Context: an optimization exercise on an open-source flow, tuned for small area and a short achievable clock period. The choices shown serve that exercise and are no tape-out recipe. At most, simulation tests tie the RTL to the original design; equivalence was not proved. No functional check of the RTL was part of runs 1 to 3 and 5.

==> flow/design.v, too long to show whole: its modules and the start of the top module <==
// module iir_fa: 4 lines
// module iir_ha: 4 lines
// module iir_gp: 4 lines
// module iir_g: 3 lines
// module iir_gpn: 4 lines
// module iir_gn: 3 lines
// module iir_gpi: 4 lines
// module iir_gi: 3 lines
// module iir_nor: 3 lines
// module iir_nand: 3 lines
// module iir_andn: 3 lines
// module iir_xo: 3 lines
// module iir_xn: 3 lines
// module iir_or: 3 lines
// module pipelined_iir: 11468 lines
module pipelined_iir(clk, reset, x, y);
  // ...
==> flow/flow/run.sh <==
#!/bin/bash
set -euo pipefail
export SETUP_SLACK_MARGIN=16
bash standard.sh MATCH_CELL_FOOTPRINT=0 finish > standard.log 2>&1
==> flow/standard.sh <==
#!/bin/bash
# synth_recipe.tcl (not shown) runs the flow's synth.tcl, then flattens the netlist and writes it again
# the make line also repeats each setting of config.mk as NAME=value (left out here)
make -C /OpenROAD-flow-scripts/flow DESIGN_CONFIG=/design/flow/config.mk WORK_HOME=/design/flow/orfs CLKGATE_MAP_FILE= SYNTH_SCRIPT=/design/flow/synth_recipe.tcl "${@:-finish}"
==> flow/config.mk <==
export PLATFORM = sky130hd
export DESIGN_NAME = pipelined_iir
export DESIGN_NICKNAME = pipelined_iir
export VERILOG_FILES = /design/flow/design.v
export SDC_FILE = /design/flow/constraint.sdc
export NUM_CORES = 8
export LEC_CHECK = 0
export CAP_MARGIN = 40
export CORE_MARGIN = 2
export CORE_UTILIZATION = 45
export PLACE_DENSITY = 0.75
export SLEW_MARGIN = 40
export SYNTH_HIERARCHICAL = 1
export SYNTH_MINIMUM_KEEP_SIZE = 0
==> flow/constraint.sdc <==
create_clock -name core_clock -period 32.0 [get_ports {clk}]
set_input_delay 6.4000 -clock core_clock [delete_from_list [all_inputs] [get_ports {clk}]]
set_output_delay 6.4000 -clock core_clock [all_outputs]
set_load 0.01 [all_outputs]
==> out/qor.txt, run 1 <==
Unique masters post-synth -> 64
Post-layout min period -> 17.07 ns
Commonest cells in the synthesized netlist -> fa_1, inv_1, ha_1
Pre-Repair DR Iteration Count -> 25
Clk_buf instances -> 145
CTS Buffer Depth -> 3
Slowest stage delay, CP -> 0.57 ns
Most frequent cells in the layout -> fa_1, inv_1, ha_1, dfxtp_1, nand2_1
Largest net degree at the start of global routing -> 137
Area share of the largest cell type after synthesis -> 66.05%
Sequential element share of the synthesized area -> 11.34%
Post-Syn Area -> 146400 µm²
Post-CTS Hold Fix Bufs -> 0
Status -> no timing/DRC/antenna violations
Setup Crit Path Kind -> input port to output pin
Clock latency on the worst-skew pair -> 0.89 ns
Setup slack, reg-to-reg -> 16.40 ns
Post-synth EDFFs -> 0
XOR/XNOR Fraction of Synth Area -> 1.962%
Hpwl dp -> 402900 µm
Non-clk invs -> 2049
Vias -> 95142
Worst hold endpoint -> w6[2]$_DFF_P_
Post-synthesis register bit count -> 829
Die H -> 574.3 µm
P&R area growth vs syn -> 11.31%
==> run 2: changes to the inputs <==
--- a/flow/config.mk
+++ b/flow/config.mk
@@ -8,6 +8,6 @@
 export CAP_MARGIN = 40
 export CORE_MARGIN = 2
-export CORE_UTILIZATION = 45
-export PLACE_DENSITY = 0.75
+export CORE_UTILIZATION = 60
+export PLACE_DENSITY = 0.8
 export SLEW_MARGIN = 40
 export SYNTH_HIERARCHICAL = 1
==> out/qor.txt, run 2 <==
Status -> no timing/DRC/antenna violations
Htree depth -> 3
Grt ovf -> 0
Max FO, Critical Path -> 10
P&R area growth vs syn -> 11.10%
DR vias/cell -> 6.496
Top post-synthesis cells by area -> fa_1, dfxtp_1, ha_1, inv_1, nand2_1
Core Area -> 243000 µm²
# setup viols final -> 0
Drt drc -> 0
Vias in the first global route -> 111494
Setup Skew -> 0.06217 ns
Routability cong. -> 1.062
DR iter-0 viols -> 11180
Unique masters post-synth -> 64 (unchanged)
Hpwl dp -> 434900 µm (+7.9%)
# port buffers -> 65
Fillers -> 17254
Root Buffer -> clkbuf_16
CTS Buf Count -> 110
Commonest cells in the synthesized netlist -> fa_1, inv_1, ha_1
Setup TNS -> 0 ns
Post-layout min period -> 16.92 ns (-0.1470 ns)
Fraction of layout cells with a size suffix above 1 -> 13.17%
TritonCTS clock tree -> built
Antenna Nets Post-Route -> 0
Pre-Repair DR Iteration Count -> 8 (-68%)
CTS Buffer Depth -> 3 (unchanged)
Reg area -> 16660 µm²
Die H -> 497.9 µm (-13%)
Max cap viols -> 0
Setup Crit Path Kind -> input port to output pin
Final wirelength -> 581100 µm
Post-Syn Area -> 146400 µm² (unchanged)
Post-DR wirelength/cell -> 38.40 µm
Worst endpoint required time -> 25.60 ns
Mean area per synthesized cell -> 13.25 µm²
Ports -> 66
Die Width -> 497.9 µm
Setup crit end kind -> output pin
Initial antenna violation count -> 50
Synth Warn # -> 7
Max Slew Vio Count -> 0
Die area -> 247900 µm²
Ys flop type -> dfxtp_1
Row cnt -> 181
Post-synthesis register bit count -> 829 (unchanged)
Slew Limit Headroom -> 35.58%
Vias -> 98305 (+3.3%)
Class of the worst hold path -> register to register
Commonest non-fill, non-tap cell in the layout -> fa_1
Clk sinks -> 829
Post-CTS Hold Fix Bufs -> 0 (unchanged)
Post-synth EDFFs -> 0 (unchanged)
Largest net degree at the start of global routing -> 135 (-1.5%)
Worst Tran Pin Value -> 0.9652 ns
Area share of the largest cell type after synthesis -> 66.05% (unchanged)
Worst reg2reg path depth -> 50
Area occupied by multi-input gates -> 124400 µm²
DP Area -> 155700 µm²
Clock latency on the worst-skew pair -> 0.89 ns (about the same)
WP data arrival -> 10.52 ns
Initial Utilization -> 60.24%
Post-Layout Inst Area -> 162600 µm²
GRT Resource Usage Total -> 49.59%
Tcrit/Tclk final -> 52.88%
Most frequent cell after synthesis -> fa_1
CTS clk-pin slew, worst paths -> 0.06 ns
FFs w/ async S/R, synth -> 0%
RSZ-0062 raised after global routing -> true
Mapped Cells -> 11049
Largest area contributor in the netlist -> fa_1
Fin. Hold Viols -> 0
Global-route wire length before repair -> 831500 µm
Crit start category -> input port
Sequential element share of the synthesized area -> 11.34% (unchanged)
Most frequent cells in the layout -> fa_1, inv_1, ha_1, dfxtp_1, buf_4
Final #Nets -> 17517
Hold path cells -> 1
Max Clk Rate -> 0.05909 GHz
run 2: cell counts after synthesis:
No cell type changed its count.
run 2: repair_timing:
item / CTS / global route
setup endpoints to repair: 60 / 59
pin swaps: 84 / 31
gates resized for setup: 427 / 66
setup buffers: 119 / 60
run 2: routing by layer:
metal,global-route usage [%],vias to the layer above,routed length [µm],part of all wire [%]
met3,25.49,3672,88970,15
met2,68.68,8484,242900,42
li1,-,34523,-,-
met4,45.26,38,75980,13
met1,55.40,51588,172700,30
met5,1.235,-,513,0.088
run 2: cells by family after synthesis:
logic type / after synthesis / share of synthesized area (%)
XOR/XNOR: 328 / 1.962
other: 1 / 0.002562
adder cells (fa/ha/maj): 5691 / 73.41
buffers and inverters: 2105 / 5.481
flip-flops: 829 / 11.34
AND/OR/NAND/NOR: 1370 / 4.199
AO/OA/AOI/OAI: 725 / 3.603
run 2: cell type report:
| cell class | count | area share [%] |
|---|---|---|
| antenna | 44 | 0.06770 |
| clock buffer | 157 | 1.973 |
| clock inverter | 50 | 0.4162 |
| inverter | 2049 | 4.765 |
| multi-input combinational | 8129 | 76.51 |
| sequential | 829 | 10.24 |
| tap | 3202 | 2.463 |
| timing repair buffer | 673 | 3.559 |
run 2: critical path, cell delays in order:
cell and delay (ns):
buf_6 0.10, buf_12 0.14, fa_2 0.37, fa_1 0.50, fa_1 0.51, fa_1 0.59
ha_4 0.25, a21oi_4 0.20, o21ai_4 0.08, a21oi_2 0.16, o21ai_2 0.09, a21oi_4 0.25
clkinvlp_4 0.19, buf_12 0.18, a21oi_4 0.16, xnor2_1 0.16, buf_2 0.18
run 2: path summary, 6_finish.rpt:
path | start | slack [ns] | end
max | x[21] | 15.08 | y[22]
min | w8[0]$_DFF_P_ | 0.36 | w7[0]$_DFF_P_
max reg2reg | qr[14]$_SDFF_PP0_ | 16.26 | s1[60]$_DFF_P_
min reg2reg | w8[0]$_DFF_P_ | 0.36 | w7[0]$_DFF_P_
run 2: through the flow:
stage / cells / util, % / setup WS (ns) / hold WS [ns]
floorplan: 11063 / - / 15.19 / 0.3434
global route: 15092 / 66.88 / 15.01 / 0.3692
global placement: 14697 / 63.91 / 13.20 / 0.3493
finish: 15133 / 66.93 / 15.08 / 0.3639
detailed placement: 14702 / 64.06 / 13.22 / 0.3467
CTS: 15028 / 66.57 / 15.23 / 0.3624
run 2: Yosys stat by module, one instance, submodules excluded, excerpt:
module	area, µm²	flip-flops and latches
iir_or	6.256	0
iir_gn	8.758	0
iir_gi	5.005	0
iir_gpi	12.51	0
iir_xo	8.758	0
iir_gpn	12.51	0
iir_xn	8.758	0
pipelined_iir	37800	829
iir_nor	3.754	0
iir_fa	20.02	0
iir_nand	3.754	0
iir_ha	12.51	0
==> run 3: changes to the inputs <==
--- a/flow/config.mk
+++ b/flow/config.mk
@@ -8,5 +8,5 @@
 export CAP_MARGIN = 40
 export CORE_MARGIN = 2
-export CORE_UTILIZATION = 60
+export CORE_UTILIZATION = 70
 export PLACE_DENSITY = 0.8
 export SLEW_MARGIN = 40
==> out/qor.txt, run 3 <==
Status -> no timing/DRC/antenna violations
Core Area -> 207500 µm² (-15%)
TritonCTS clock tree -> built
Ys flop type -> dfxtp_1
Fraction of layout cells with a size suffix above 1 -> 12.92% (-0.24 points)
Vias in the first global route -> 112557 (+0.95%)
Worst setup margin -> 15.18 ns (+0.1010 ns)
Vias -> 101002 (+2.7%)
Worst endpoint required time -> 25.60 ns (about the same)
RSZ-0062 raised after global routing -> true
Setup Skew -> 0.06253 ns (+0.0003624 ns)
DR vias/cell -> 6.868 (+5.7%)
Setup slack, reg-to-reg -> 16.18 ns (-0.08 ns)
# port buffers -> 65 (unchanged)
Most frequent cells in the layout -> fa_1, inv_1, ha_1, dfxtp_1, buf_4
Slew Limit Headroom -> 34.53% (-1.0 points)
Non-filler cells, final -> 14706 (-2.8%)
Clock latency on the worst-skew pair -> 0.87 ns (-0.02 ns)
Class of the worst hold path -> register to register
Antenna Nets Post-Route -> 0 (unchanged)
Pre-Repair DR Iteration Count -> 9 (+1)
Post-layout min period -> 16.82 ns (-0.1010 ns)
DR iter-0 viols -> 12589 (+13%)
Unique masters post-synth -> 64 (unchanged)
CTS clk-pin slew, worst paths -> 0.06 ns (about the same)
Post-CTS Hold Fix Bufs -> 0 (unchanged)
Crit start category -> input port
Top post-synthesis cells by area -> fa_1, dfxtp_1, ha_1, inv_1, nand2_1
Dpl ws -> 13.34 ns (+0.1186 ns)
Initial Utilization -> 70.55% (+10 points)
Hpwl dp -> 429700 µm (-1.2%)
Post-DR wirelength/cell -> 39.85 µm (+3.8%)
Final #Nets -> 17503 (-0.080%)
Worst reg2reg path depth -> 50 (unchanged)
Mean area per synthesized cell -> 13.25 µm² (unchanged)
Setup crit end kind -> output pin
Ports -> 66 (unchanged)
Area share of the largest cell type after synthesis -> 66.05% (unchanged)
Critical-path cell list -> buf_2 > buf_12 > buf_6 > fa_2 > fa_2 > fa_1 > fa_1 > ha_4 > nand2_4 > o21ai_4 > a21oi_4 > buf_4 > o21ai_4 > clkinvlp_4 > o21ai_2 > a21oi_4 > xnor2_1 > buf_2
Root Buffer -> clkbuf_16
Post-synth EDFFs -> 0 (unchanged)
WP data arrival -> 10.42 ns (-0.10 ns)
Global-route wire length before repair -> 833300 µm (+0.22%)
CP max stage cell -> fa_1
Post-synthesis register bit count -> 829 (unchanged)
Mapped Cells -> 11049 (unchanged)
FFs w/ async S/R, synth -> 0% (unchanged)
# setup viols final -> 0 (unchanged)
Worst Tran Pin Value -> 0.9821 ns (+0.01681 ns)
Htree depth -> 3 (unchanged)
Fin. Hold Viols -> 0 (unchanged)
Routability cong. -> 1.080 (+1.7%)
Hold path cells -> 1 (unchanged)
Terminus of the critical flop-to-flop path -> s1[60]$_DFF_P_
Sequential element share of the synthesized area -> 11.34% (unchanged)
Max Slew Vio Count -> 0 (unchanged)
CP delay by family, top -> adder cells
Worst reg2reg startpoint -> xr[0]$_SDFF_PP0_
Commonest non-fill, non-tap cell in the layout -> fa_1
Tcrit/Tclk final -> 52.57% (-0.32 points)
Max cap viols -> 0 (unchanged)
GRT Resource Usage Total -> 58.78% (+9.2 points)
P&R area growth vs syn -> 10.60%
Largest area contributor in the netlist -> fa_1
Clk sinks -> 829 (unchanged)
Worst hold endpoint -> w4[2]$_DFF_P_
Fillers -> 12274 (-29%)
Grt ovf -> 0 (unchanged)
Die Width -> 461.3 µm (-7.4%)
Initial antenna violation count -> 46 (-8.0%)
Drt drc -> 0 (unchanged)
Die H -> 461.3 µm (-7.4%)
Most frequent cell after synthesis -> fa_1
CTS Buffer Depth -> 3 (unchanged)
DP Area -> 155000 µm² (-0.42%)
Setup Crit Path Kind -> input port to output pin
Max FO, Critical Path -> 4 (-6)
Commonest cells in the synthesized netlist -> fa_1, inv_1, ha_1
Slowest stage delay, CP -> 0.59 ns (about the same)
Die area -> 212800 µm² (-14%)
Largest net degree at the start of global routing -> 122 (-9.6%)
CTS Buf Count -> 109 (-0.91%)
Final wirelength -> 586000 µm (+0.85%)
Max Clk Rate -> 0.05945 GHz (+0.60%)
Cell total after placement -> 14284 (-2.8%)
Fin util -> 78.03% (+11 points)
Worst Path Buf+Inv -> 6 (+1)
Post-Syn Area -> 146400 µm² (unchanged)
Row cnt -> 167 (-7.7%)
Setup TNS -> 0 ns (unchanged)
Post-Layout Inst Area -> 161900 µm² (-0.45%)
Synth Warn # -> 7 (unchanged)
Min-delay src -> w5[2]$_DFF_P_
[run 3: cell counts after synthesis]
Identical to the previous run, type by type.
[run 3: logic make-up (layout without fill, tap and decap cells)]
family | Yosys count | in the layout | synth area share [%]
xor+xnor | 328 | 328 | 1.962
other cells | 1 | 61 | 0.002562
compound gates | 725 | 725 | 3.603
simple gates | 1370 | 1370 | 4.199
fa+ha+maj | 5691 | 5691 | 73.41
flops | 829 | 829 | 11.34
buf+inv | 2105 | 2914 | 5.481
[run 3: metal layers]
metal  up-vias  part of all wire, %  GRT usage (%)  wire [µm]
met5         -                 0.26          5.212       1501
met4        66                   13          52.66      77270
met3      4312                   17          36.58     102400
met2      9821                   40          77.34     235800
met1     52299                   29          65.11     169000
li1      34504                    -              -          -
[run 3: worst max path at each step]
| stage | startpoint | end | slack, ns | cells after the start |
|---|---|---|---|---|
| detailed placement | x[31] | y[31] | 13.34 | 17 |
| floorplan | x[4] | y[13] | 15.19 | 14 |
| finish | x[29] | y[31] | 15.18 | 18 |
| CTS | x[21] | y[23] | 15.15 | 19 |
| global placement | x[31] | y[31] | 13.44 | 17 |
| global route | x[11] | y[22] | 15.04 | 17 |
[run 3: metrics by stage]
stage / hold WS (ns)
floorplan: 0.3434
global placement: 0.3531
detailed placement: 0.3575
CTS: 0.3762
global route: 0.3829
finish: 0.3732
[run 3: worst reg2reg max path, delay by kind of cell, from the launching register on]
kind                       cells  cell delay [ns]
AOI/OAI and AO/OA             13             3.18
xor gates and xnor gates       3             0.55
adders and majority gates     20             8.65
buffers and inverters          7             1.49
DFF                            1             0.69
and+or+nand+nor                7             1.19
[run 3: modules after synthesis, one instance, submodules excluded, excerpt]
module	cells	flip-flops and latches	times used	area (µm²)
pipelined_iir	4357	829	1	37800
iir_fa	1	0	4679	20.02
iir_andn	1	0	39	13.76
iir_ha	1	0	558	12.51
iir_gpi	2	0	92	12.51
iir_xn	1	0	57	8.758
iir_xo	1	0	15	8.758
iir_gi	1	0	53	5.005
iir_nor	1	0	356	3.754
[run 3: what timing repair did]
item / CTS / global route
pin swaps: 71 / 106
resized for setup: 354 / 123
setup endpoints to repair: 55 / 57
hold endpoints to repair: 0 / 0
setup buffers: 82 / 87
[run 3: cell type report]
cell class,count,area [µm²],share of cell area (%)
diodes,46,115.1,0.07110
clock buffers,156,3239,2.001
clock inverters,49,681.9,0.4212
inverters,2049,7719,4.768
multi-input cells,8129,124300,76.77
flip-flops and latches,829,16660,10.29
well taps,2788,3488,2.155
repair buffers,660,5708,3.526
==> run 4: changes to the inputs <==
--- a/flow/design.v
+++ b/flow/design.v
@@ -37,4 +37,11 @@
   assign y = ~a & b;
 endmodule
+module iir_gpa(input wire gh, input wire ph, input wire gl, input wire pl, output wire g, output wire p);
+  assign g = gh & (ph | gl);
+  assign p = ph | pl;
+endmodule
+module iir_ga(input wire gh, input wire ph, input wire gl, output wire g);
+  assign g = gh & (ph | gl);
+endmodule
 module iir_xo(input wire a, input wire b, output wire y);
   assign y = a ^ b;
==> out/qor.txt, run 4 <==
Status -> no timing/DRC/antenna violations
CP max stage cell -> fa_1
Worst Tran Pin Value -> 1.010 ns (+0.02777 ns)
Worst Path Buf+Inv -> 6 (unchanged)
Commonest non-fill, non-tap cell in the layout -> fa_1
Vias -> 100940 (-0.061%)
Grt ovf -> 0 (unchanged)
Htree depth -> 3 (unchanged)
Fraction of layout cells with a size suffix above 1 -> 13.04% (+0.12 points)
Slew Limit Headroom -> 32.59% (-1.9 points)
Top post-synthesis cells by area -> fa_1, dfxtp_1, ha_1, inv_1, nor2_1
Hold_ws -> 0.3689 ns (-0.004295 ns)
Clock latency on the worst-skew pair -> 0.87 ns (about the same)
CTS Buffer Depth -> 3 (unchanged)
Post-Syn Area -> 146400 µm² (about the same)
Clk sinks -> 829 (unchanged)
Row cnt -> 167 (unchanged)
Vias in the first global route -> 112964 (+0.36%)
Compound-Gate Fraction of Synth Area -> 3.710% (+0.11 points)
Mean area per synthesized cell -> 13.29 µm² (+0.32%)
Initial Utilization -> 70.57% (about the same)
Area occupied by multi-input gates -> 124500 µm² (+0.18%)
Sequential element share of the synthesized area -> 11.33% (about the same)
Tcrit/Tclk final -> 52.70% (+0.13 points)
WP data arrival -> 10.46 ns (+0.04 ns)
Synth Warn # -> 7 (unchanged)
CP delay by family, top -> adder cells
TritonCTS clock tree -> built
Max cap viols -> 0 (unchanged)
Core Area -> 207500 µm² (unchanged)
Simple-gate share of the synthesized area -> 4.165% (-0.034 points)
Area share of the largest cell type after synthesis -> 66.04% (about the same)
Hpwl dp -> 412900 µm (-3.9%)
Post-DR wirelength/cell -> 38.59 µm (-3.1%)
Fillers -> 12287 (+0.11%)
Most frequent cells in the layout -> fa_1, inv_1, ha_1, dfxtp_1, buf_4
Post-synthesis register bit count -> 829 (unchanged)
Post-synth EDFFs -> 0 (unchanged)
Post-CTS Hold Fix Bufs -> 0 (unchanged)
Multiplexer share of the synthesized area -> 0% (unchanged)
Final wirelength -> 566400 µm (-3.3%)
Fin. Hold Viols -> 0 (unchanged)
Post-Synth Adder-Cell Area -> 73.40% (about the same)
Final #Nets -> 17465 (-0.22%)
Largest net degree at the start of global routing -> 138 (+13%)
Max Slew Vio Count -> 0 (unchanged)
Die H -> 461.4 µm (about the same)
Crit start category -> input port
Main combinational cell family by area after synthesis -> adder cells
Ys flop type -> dfxtp_1
Critical-path cell list -> buf_2 > buf_12 > buf_4 > fa_2 > ha_1 > fa_1 > fa_1 > ha_4 > nand2_2 > o21ai_2 > a21oi_4 > buf_6 > o21ai_4 > clkinvlp_4 > o21ai_4 > a21oi_4 > xnor2_1 > buf_2
GRT Resource Usage Total -> 56.99% (-1.8 points)
Slowest stage delay, CP -> 0.65 ns (+0.06 ns)
Pre-Repair DR Iteration Count -> 10 (+1)
DR vias/cell -> 6.878 (+0.14%)
Post-layout min period -> 16.86 ns (+0.04100 ns)
Max Clk Rate -> 0.05930 GHz (-0.24%)
Initial antenna violation count -> 47 (+2.2%)
Reg area -> 16650 µm² (about the same)
Setup crit end kind -> output pin
CTS Buf Count -> 110 (+0.92%)
Root Buffer -> clkbuf_16
# port buffers -> 65 (unchanged)
Largest area contributor in the netlist -> fa_1
P&R area growth vs syn -> 10.57% (about the same)
Mapped Cells -> 11017 (-0.29%)
Routability cong. -> 1.087 (+0.66%)
# setup viols final -> 0 (unchanged)
CTS clk-pin slew, worst paths -> 0.06 ns (about the same)
Unique masters post-synth -> 70 (+9.4%)
XOR/XNOR Fraction of Synth Area -> 1.962% (about the same)
Max FO, Critical Path -> 6 (+2)
Class of the worst hold path -> register to register
Antenna Nets Post-Route -> 0 (unchanged)
RSZ-0062 raised after global routing -> true
Setup TNS -> 0 ns (unchanged)
Drt drc -> 0 (unchanged)
Most frequent cell after synthesis -> fa_1
Die Width -> 461.4 µm (about the same)
DR iter-0 viols -> 12917 (+2.6%)
Commonest cells in the synthesized netlist -> fa_1, inv_1, ha_1
Setup Crit Path Kind -> input port to output pin
Setup Skew -> 0.06132 ns (-0.001210 ns)
Ports -> 66 (unchanged)
Die area -> 212800 µm² (about the same)
Worst endpoint required time -> 25.60 ns (about the same)
Global-route wire length before repair -> 812800 µm (-2.5%)
FFs w/ async S/R, synth -> 0% (unchanged)
## run 4: changes by cell type in the layout (fill, tap and decap cells not counted), sizes merged, moves of 8 or more
cell   change
and2       -8
buf       -21
a31oi      -8
diode      +9
nand2     -23
o21ai     -10
a21oi     -16
nand3     -11
nor2b     +10
a21o      +42
## run 4: cell families after synthesis
family,count (synthesis)
compound gates,731
simple gates,1351
buf+inv,2086
xor+xnor,328
other cells,1
flops,829
fa+ha+maj,5691
## run 4: area by class of cell
type	count	share of cell area, %
Multi-Input combinational cell	8116	76.91
Sequential cell	829	10.28
Inverter	2039	4.754
Timing Repair Buffer	644	3.504
Tap cell	2788	2.155
Clock buffer	150	1.923
Clock inverter	55	0.3887
Antenna cell	55	0.08501
## run 4: metal layers
layer | up-vias | wire length [µm] | GRT usage (%)
met1 | 52085 | 159200 | 62.40
met3 | 4509 | 100100 | 36.18
li1 | 34452 | - | -
met5 | - | 1935 | 7.371
met2 | 9840 | 229500 | 75.14
met4 | 54 | 75680 | 50.63
## run 4: path summary, 6_finish.rpt
| path | from | end | slack [ns] | cells past startpoint |
|---|---|---|---|---|
| worst min register to register | w8[0]$_DFF_P_ | w7[0]$_DFF_P_ | 0.37 | 1 |
| worst max register to register | qr[2]$_SDFF_PP0_ | s1[57]$_DFF_P_ | 16.11 | 49 |
| worst min-delay path | w8[0]$_DFF_P_ | w7[0]$_DFF_P_ | 0.37 | 1 |
| worst max-delay path | x[18] | y[30] | 15.14 | 18 |
## run 4: stage by stage
step / area, µm² / std cells / util (%) / setup WS, ns
detailed placement: 155000 / 14245 / 74.72 / 13.14
global route: 161800 / 14626 / 77.97 / 15.04
floorplan: 146700 / 11031 / - / 15.19
CTS: 160800 / 14555 / 77.50 / 15.16
finish: 161900 / 14676 / 78.03 / 15.14
global placement: 154800 / 14241 / 74.59 / 13.26
## run 4: Yosys stat by module (local to each module, per instance), excerpt
module / flip-flops and latches / cells inside / cell area [µm²] / copies in the design
pipelined_iir: 829 / 4325 / 37840 / 1
iir_fa: 0 / 1 / 20.02 / 4679
iir_andn: 0 / 1 / 13.76 / 39
iir_ha: 0 / 1 / 12.51 / 558
iir_xn: 0 / 1 / 8.758 / 57
iir_gn: 0 / 1 / 8.758 / 57
iir_nor: 0 / 1 / 3.754 / 356
## run 4: what timing repair did
| action | 4_1_cts | 5_1_grt |
|---|---|---|
| setup buffers | 104 | 61 |
| gates cloned | 1 | 0 |
| resized for setup | 411 | 90 |
| setup endpoints to repair | 57 | 57 |
| pin swaps | 70 | 60 |
==> run 5: changes to the inputs <==
--- a/flow/design.v
+++ b/flow/design.v
@@ -37,11 +37,4 @@
   assign y = ~a & b;
 endmodule
-module iir_gpa(input wire gh, input wire ph, input wire gl, input wire pl, output wire g, output wire p);
-  assign g = gh & (ph | gl);
-  assign p = ph | pl;
-endmodule
-module iir_ga(input wire gh, input wire ph, input wire gl, output wire g);
-  assign g = gh & (ph | gl);
-endmodule
 module iir_xo(input wire a, input wire b, output wire y);
   assign y = a ^ b;
==> flow/flow/run.sh (replaced) <==
#!/bin/bash
set -euo pipefail
export SETUP_SLACK_MARGIN=16
bash standard.sh MATCH_CELL_FOOTPRINT=0 IO_CONSTRAINTS=$PWD/flow/io.tcl  finish > standard.log 2>&1
==> flow/flow/io.tcl (new file) <==
# keep the data pins together on one edge, so that the input-to-output logic sits next to both
set_io_pin_constraint -pin_names {x[*] y[*]} -region bottom:*
--- a/flow/config.mk
+++ b/flow/config.mk
@@ -8,6 +8,6 @@
 export CAP_MARGIN = 40
 export CORE_MARGIN = 2
-export CORE_UTILIZATION = 70
-export PLACE_DENSITY = 0.8
+export CORE_UTILIZATION = 45
+export PLACE_DENSITY = 0.75
 export SLEW_MARGIN = 40
 export SYNTH_HIERARCHICAL = 1
==> out/qor.txt, run 5 <==
Htree depth -> 3 (unchanged)
Clk sinks -> 829 (unchanged)
Max Slew Vio Count -> 0 (unchanged)
Vias -> 95698 (-5.2%)
Setup crit end kind -> output pin
CP delay by family, top -> adder cells
Grt ovf -> 0 (unchanged)
Critical path depth -> 18 (unchanged)
Die H -> 574.3 µm (+24%)
Initial antenna violation count -> 37 (-21%)
Routability cong. -> 1.032 (-5.0%)
Unique masters post-synth -> 64 (-8.6%)
CTS Buf Count -> 110 (unchanged)
Worst reg2reg path depth -> 46 (-6.1%)
Commonest non-fill, non-tap cell in the layout -> fa_1
Terminus of the critical flop-to-flop path -> s1[53]$_DFF_P_
Die Width -> 574.3 µm (+24%)
Post-layout min period -> 16.97 ns (+0.1044 ns)
Slew Limit Headroom -> 33.32% (+0.73 points)
Post-synth EDFFs -> 0 (unchanged)
DR iter-0 viols -> 10497 (-19%)
CP max stage cell -> fa_1
Slowest stage delay, CP -> 0.53 ns (-0.12 ns)
Antenna Nets Post-Route -> 0 (unchanged)
Non-filler cells, final -> 16242 (+11%)
P&R area growth vs syn -> 12.06%
Vias in the first global route -> 106956 (-5.3%)
Cell total after placement -> 15822 (+11%)
Most frequent cells in the layout -> fa_1, inv_1, ha_1, dfxtp_1, buf_4
DR vias/cell -> 5.892 (-14%)
Fraction of layout cells with a size suffix above 1 -> 13.26% (+0.22 points)
Mean area per synthesized cell -> 13.25 µm² (-0.31%)
Class of the worst hold path -> register to register
Setup Crit Path Kind -> input port to output pin
Die area -> 329900 µm² (+55%)
Post-Syn Area -> 146400 µm² (about the same)
Largest area contributor in the netlist -> fa_1
Worst Tran Pin Value -> 0.9898 ns (-0.02003 ns)
Crit path to -> y[16]
Post-DR wirelength/cell -> 34.28 µm (-11%)
Critical-path cell list -> buf_8 > buf_12 > buf_6 > fa_2 > fa_2 > fa_1 > fa_1 > ha_4 > a21oi_4 > o21ai_4 > a21oi_4 > o21ai_2 > a21oi_4 > clkinvlp_4 > clkbuf_16 > a21oi_4 > xnor2_2 > buf_2
Max cap viols -> 0 (unchanged)
Pre-Repair DR Iteration Count -> 8 (-2)
Crit start category -> input port
RSZ-0062 raised after global routing -> true
TritonCTS clock tree -> built
Setup Skew -> 0.07964 ns (+0.01831 ns)
Hpwl dp -> 411800 µm (-0.27%)
GRT Resource Usage Total -> 35.25% (-22 points)
Worst Path Buf+Inv -> 6 (unchanged)
# port buffers -> 65 (unchanged)
Ports -> 66 (unchanged)
Initial Utilization -> 45.18% (-25 points)
WP data arrival -> 10.57 ns (+0.11 ns)
Tcrit/Tclk final -> 53.02% (+0.33 points)
FFs w/ async S/R, synth -> 0% (unchanged)
Fin. Hold Viols -> 0 (unchanged)
Worst endpoint required time -> 25.60 ns (about the same)
Final #Nets -> 17524 (+0.34%)
Core Area -> 324000 µm² (+56%)
Mapped Cells -> 11049 (+0.29%)
Area share of the largest cell type after synthesis -> 66.05% (about the same)
Row cnt -> 209 (+25%)
Commonest cells in the synthesized netlist -> fa_1, inv_1, ha_1
Post-synthesis register bit count -> 829 (unchanged)
Synth Warn # -> 7 (unchanged)
Max FO, Critical Path -> 5 (-1)
Setup TNS -> 0 ns (unchanged)
Ys flop type -> dfxtp_1
Root Buffer -> clkbuf_16
Status -> no timing/DRC/antenna violations
DP Area -> 157000 µm² (+1.3%)
Max Clk Rate -> 0.05894 GHz (-0.62%)
Fillers -> 26994 (+120%)
Worst reg2reg startpoint -> xr[10]$_SDFF_PP0_
Clock latency on the worst-skew pair -> 0.92 ns (+0.05 ns)
Global-route wire length before repair -> 795900 µm (-2.1%)
CTS Buffer Depth -> 3 (unchanged)
Sequential element share of the synthesized area -> 11.34% (about the same)
Largest net degree at the start of global routing -> 146 (+5.8%)
Final wirelength -> 556800 µm (-1.7%)
# setup viols final -> 0 (unchanged)
Drt drc -> 0 (unchanged)
Setup slack, reg-to-reg -> 16.40 ns (+0.29 ns)
Setup crit start -> x[17]
CTS clk-pin slew, worst paths -> 0.06 ns (about the same)
Top post-synthesis cells by area -> fa_1, dfxtp_1, ha_1, inv_1, nand2_1
Post-Layout Inst Area -> 164000 µm² (+1.3%)
Most used cell, CP -> a21oi_4
Most frequent cell after synthesis -> fa_1
==> run 5: changes by cell type after synthesis, moves of 8 or more <==
cell     previous run  this run
a21o_1             95        53
nand3_1            13        24
a31oi_1             9        17
and2_1             32        40
o21ai_1            79        54
nor2b_1            49        39
inv_1            2037      2049
o21ai_0            24        59
nand2_1           522       545
a21oi_1           116       132
==> run 5: modules after synthesis, one instance, submodules excluded, a selection <==
module    cells  times used  cell area, µm²  flip-flops and latches
iir_andn      1          39           13.76                       0
iir_ha        1         558           12.51                       0
iir_gpi       2          92           12.51                       0
iir_gpn       2         149           12.51                       0
iir_gn        1          57           8.758                       0
iir_xn        1          57           8.758                       0
iir_xo        1          15           8.758                       0
iir_or        1          63           6.256                       0
iir_gi        1          53           5.005                       0
iir_nor       1         356           3.754                       0
iir_nand      1         333           3.754                       0
==> run 5: logic make-up (layout without fill, tap and decap cells) <==
group | count (synthesis) | after routing | synth area share (%)
AND/OR/NAND/NOR | 1370 | 1370 | 4.199
adder cells (fa/ha/maj) | 5691 | 5691 | 73.41
buffers and inverters | 2105 | 2931 | 5.481
flip-flops | 829 | 829 | 11.34
AO/OA/AOI/OAI | 725 | 725 | 3.603
XOR/XNOR | 328 | 328 | 1.962
other | 1 | 43 | 0.002562
==> run 5: worst min-delay path by stage <==
stage | to | slack, ns | cells past startpoint | from
after global placement | w6[2]$_DFF_P_ | 0.35 | 1 | w7[2]$_DFF_P_
after detailed placement | w3[0]$_DFF_P_ | 0.35 | 1 | w4[0]$_DFF_P_
after floorplan | w3[0]$_DFF_P_ | 0.34 | 1 | w4[0]$_DFF_P_
after global routing | w6[2]$_DFF_P_ | 0.38 | 1 | w7[2]$_DFF_P_
final | w5[0]$_DFF_P_ | 0.36 | 1 | w6[0]$_DFF_P_
after CTS | w5[0]$_DFF_P_ | 0.37 | 1 | w6[0]$_DFF_P_
==> run 5: timing repair <==
action	in CTS	in global routing
gates cloned	4	1
pin swaps	66	72
buffers inserted	96	84
setup endpoints to repair	71	59
resized for setup	390	111
hold buffers	0	0
==> run 5: per-layer routing <==
metal | GRT usage [%] | part of all wire, % | vias up
met5 | 1.291 | 0.14 | -
met4 | 31.62 | 12 | 50
met3 | 17.75 | 16 | 3234
met2 | 49.68 | 42 | 7623
met1 | 38.92 | 30 | 50272
li1 | - | - | 34519
==> run 5: final cells by class <==
type                            count  area [µm²]  area share, %
Multi-Input combinational cell   8129      124400          75.85
Tap cell                         4325        5411          3.299
Clock buffer                      139        3032          1.848
Sequential cell                   829       16660          10.16
Inverter                         2049        7744          4.721
Timing Repair Buffer              680        5814          3.545
Clock inverter                     63       885.9         0.5400
Antenna cell                       28       70.07        0.04271
==> run 5: worst register-to-register path: cells and delay by family (launching register included) <==
family / cells / cell delay (ns)
xor+xnor: 2 / 0.27
simple gates: 9 / 1.54
compound gates: 8 / 2.06
fa+ha+maj: 19 / 8.80
buf+inv: 8 / 2.56
flops: 1 / 0.31
==> run 5: per-stage QoR <==
stage / util [%] / worst slack, ns / hold slack, ns
6_report: 50.63 / 15.03 / 0.3637
5_1_grt: 50.61 / 14.98 / 0.3774
4_1_cts: 50.25 / 15.07 / 0.3673
3_5_place_dp: 48.46 / 13.01 / 0.3511
3_3_place_gp: 48.39 / 13.11 / 0.3465
2_1_floorplan: - / 15.19 / 0.3434

==> static timing again, ports no longer ideal <==
The flow's constraints put no driver on any port. The routed layouts listed below were extracted and timed again, unchanged, in two steps.
Step 1 (the two cells are an assumption about what drives the block):
set clk [get_ports {clk}]
set_driving_cell -lib_cell sky130_fd_sc_hd__clkbuf_16 $clk
set_driving_cell -lib_cell sky130_fd_sc_hd__buf_2 [delete_from_list [all_inputs] $clk]
Step 2, shift: input delay + t, output delay - t, t = (earliest + latest rising clock arrival at the registers) / 2. This alone moves slack from input paths to output paths.
a / b / c = ideal ports / drivers / drivers and shift; a / b = the first two.
run	t, ns	setup slack, ns	latest minus earliest clock arrival (ns)	worst register clock-pin slew, ns	worst slew at a driven data input, ns
run 1	0.962	14.930 / 14.838 / 14.838	0.096 / 0.097	0.07 / 0.07	0.16
run 2	0.961	15.077 / 15.005 / 15.005	0.062 / 0.062	0.07 / 0.07	0.12
run 3	0.943	15.178 / 15.094 / 15.094	0.062 / 0.063	0.07 / 0.07	0.16
run 4	0.941	15.137 / 15.087 / 15.087	0.068 / 0.068	0.08 / 0.08	0.13
run 5	0.982	15.033 / 14.995 / 14.995	0.086 / 0.086	0.08 / 0.08	0.08
After both steps setup and hold are still met in every run listed. The setup slack of run 1, which loses most, moves by -0.092 ns with the drivers and by -0.092 ns with both steps.
